This is an optimization exercise on Yosys and OpenROAD, whose aim is small area, not a production implementation.
Where RTL was checked, it was by simulation tests only, not by an equivalence proof against the original.
No activity file was given, so power comes from the tool's default toggle rates.

quartz:
## MBF
module MBF(CLK, RESET, IN_VALID, IN_DATA, X_DATA, Y_DATA, OUT_VALID);
Size: roughly 1100 cells after synthesis, about 230 flip-flops, roughly 43 I/O pins, about 0.015 mm^2 of cells after synthesis.
==> flow/config.mk <==
export PLATFORM = sky130hd
export DESIGN_NAME = MBF
export DESIGN_NICKNAME = MBF
export VERILOG_FILES = /design/flow/design.v
export SDC_FILE = /design/flow/constraint.sdc
export NUM_CORES = 4
export LEC_CHECK = 0
export CAP_MARGIN = 20
export CORE_MARGIN = 2
export CORE_UTILIZATION = 50
export CTS_BUF_LIST = sky130_fd_sc_hd__clkbuf_8
export CTS_CLUSTER_DIAMETER = 50
export CTS_CLUSTER_SIZE = 20
export SLEW_MARGIN = 20
export SYNTH_HIERARCHICAL = 1
==> flow/constraint.sdc <==
create_clock -name core_clock -period 7.0 [get_ports {CLK}]
set_input_delay 1.4000 -clock core_clock [delete_from_list [all_inputs] [get_ports {CLK}]]
set_output_delay 1.4000 -clock core_clock [all_outputs]
set_load 0.01 [all_outputs]
standard.sh (not shown) runs the stock make flow with config.mk's settings and CLKGATE_MAP_FILE= SYNTH_SCRIPT=/design/flow/synth_recipe.tcl, a recipe that flattens the netlist after the stock synthesis.
==> flow/flow/run.sh <==
#!/bin/bash
# The standard layout, with the port buffers that global placement inserts made from the
# smallest buffer cell, and clock tree synthesis without dummy loads. The make output goes to
# flow_make.log; ORFS keeps each step's own log under orfs/logs/.
set -euo pipefail
export BUFFER_PORTS_ARGS="-buffer_cell sky130_fd_sc_hd__buf_1"
export CTS_ARGS="-sink_clustering_enable -repair_clock_nets -dont_use_dummy_load -buf_list sky130_fd_sc_hd__clkbuf_8 -sink_clustering_size 20 -sink_clustering_max_diameter 50"
bash standard.sh finish > flow_make.log 2>&1
Modified inputs, zinc compared to quartz
==> flow/flow/run.sh <==
#!/bin/bash
# The standard layout, with the port buffers that global placement inserts made from the
# smallest buffer cell. The make output goes to flow_make.log; ORFS keeps each step's own
# log under orfs/logs/.
set -euo pipefail
export BUFFER_PORTS_ARGS="-buffer_cell sky130_fd_sc_hd__buf_1"
bash standard.sh finish > flow_make.log 2>&1
==> comparison <==
Per the comparison of zinc with quartz, cell area has increased; combinational group share of total power has decreased; overall power consumption has increased. The worst supply voltage drop on vdd number comes out higher for zinc vs quartz. Across both runs, average wire per standard cell was lower for zinc than for quartz. Sequential share of layout area: lower on zinc.
--- input diff zinc..cedar ---
Settings: GPL_TIMING_DRIVEN newly set to 0.
==> flow/flow/run.sh <==
#!/bin/bash
# The standard layout, with the port buffers that global placement inserts made from the
# smallest buffer cell, and clock tree synthesis without dummy loads. The make output goes to
# flow_make.log; ORFS keeps each step's own log under orfs/logs/.
set -euo pipefail
export BUFFER_PORTS_ARGS="-buffer_cell sky130_fd_sc_hd__buf_1"
export CTS_ARGS="-sink_clustering_enable -repair_clock_nets -dont_use_dummy_load -buf_list sky130_fd_sc_hd__clkbuf_8 -sink_clustering_size 20 -sink_clustering_max_diameter 50"
bash standard.sh finish > flow_make.log 2>&1
[summary]
A timing startpoint of the critical path of r9[0] is what cedar shows, while r7[6] belongs to zinc. Between zinc and cedar, logic depth of the worst path, buffers included increased. | met1 global-route usage | cedar vs zinc | 2.3 points lower |. Looking at the reports, cedar completed the entire flow and the layout it produced met the timing, DRC and antenna checks. When the final numbers for cedar and zinc were put side by side, the core occupancy in the finished layout turned out to be greater in zinc. zinc ended up with sky130_fd_sc_hd__fa_1 as its slowest library cell on the worst path; cedar ended up with sky130_fd_sc_hd__fa_2. Final cycle utilization of the critical path: cedar higher than zinc. As far as register bit total from synthesis is concerned, cedar and zinc perform about the same. Summary of cedar over zinc: design internal power -about 6%, post-synthesis to final-layout area growth saw a decrease.

* * *

Another version of the RTL of MBF (not shown whole).
Size in the first run: ~1200 cells after synthesis, ~43 I/O pins, ~17000 sq um of cells after synthesis.
clock: 7.0 ns
lec_check: 0
cap_margin: 20
core_margin: 2
core_utilization: 40
cts_buf_list: sky130_fd_sc_hd__clkbuf_4
cts_cluster_size: 12
slew_margin: 20
synth_hierarchical: 1
run.sh (not shown) runs the stock make flow with config.mk's settings and CLKGATE_MAP_FILE= SYNTH_SCRIPT=/design/flow/synth_recipe.tcl, a recipe that flattens the netlist after the stock synthesis.
Stock flow here: none of the scripts above is used.
==> next run, changes <==
- CTS_BUF_LIST: sky130_fd_sc_hd__clkbuf_4 -> default
- CTS_CLUSTER_SIZE: 12 -> default
Result:
- The changed run passed the timing, DRC and antenna checks
- non-clock buffer count is unchanged
- power is higher by 5.6%
- worst hold slack is better by 0.049 ns
- flip-flop and latch count is unchanged
- sequential power is about the same
- combinational power is about the same
- area after synthesis stays the same
- via count is lower by 3.7%
- die area stays the same
==> next run, changes <==
- ABC_AREA: default -> 1
- CTS_BUF_LIST: default -> sky130_fd_sc_hd__clkbuf_4
- CTS_CLUSTER_SIZE: default -> 12
After rerunning: The new run passed the timing, DRC and antenna checks. Design area shrinks by 1.9%. Critical path depth rose by 3. Routed wire length increases by 1.4%. Sequential power barely changes. First-iteration DRC count goes down by 11%. Synthesized area falls by 0.82%. Combinational power is about the same. Setup slack improves by 0.042 ns. Cell count grows by 6.4%. Core utilization hardly moves. Maximum frequency grows by 0.63%.
Function was not checked in any run of this note: the RTL went through the layout flow alone.

## port drivers added, routing unchanged
No port has a modelled driver above. Below, the same layouts with a new extraction and two added sets of constraints.
Step 1, drivers: a clkbuf_16 drives CLK and a buf_2 each remaining input, both assumed.
Step 2 adds t to the input delays and takes it off the output delays; t is the mean of the earliest and latest rising clock arrival at the registers after step 1. Input paths then give back, and output paths get back, about the clock's delay inside the block.
Three values: ideal ports, drivers, drivers and shift; two values: the first two.
| run | t (ns) | slack for setup (ns) | worst setup path after step 2 | worst slew at a driven data input, ns |
|---|---|---|---|---|
| quartz | 0.607 | 0.219 / 0.219 / 0.219 | register to register | 0.03 |
| zinc | 0.633 | 0.208 / 0.208 / 0.208 | register to register | 0.03 |
| cedar | 0.598 | 0.186 / 0.186 / 0.186 | register to register | 0.03 |
| the first run of note 2 | 0.768 | 0.212 / 0.212 / 0.212 | register to register | 0.04 |
| the second run of note 2 | 0.623 | 0.251 / 0.200 / 0.254 | register to register | 0.04 |
| the third run of note 2 | 0.754 | 0.293 / 0.258 / 0.293 | register to register | 0.03 |
After both steps every run listed still meets setup and hold.
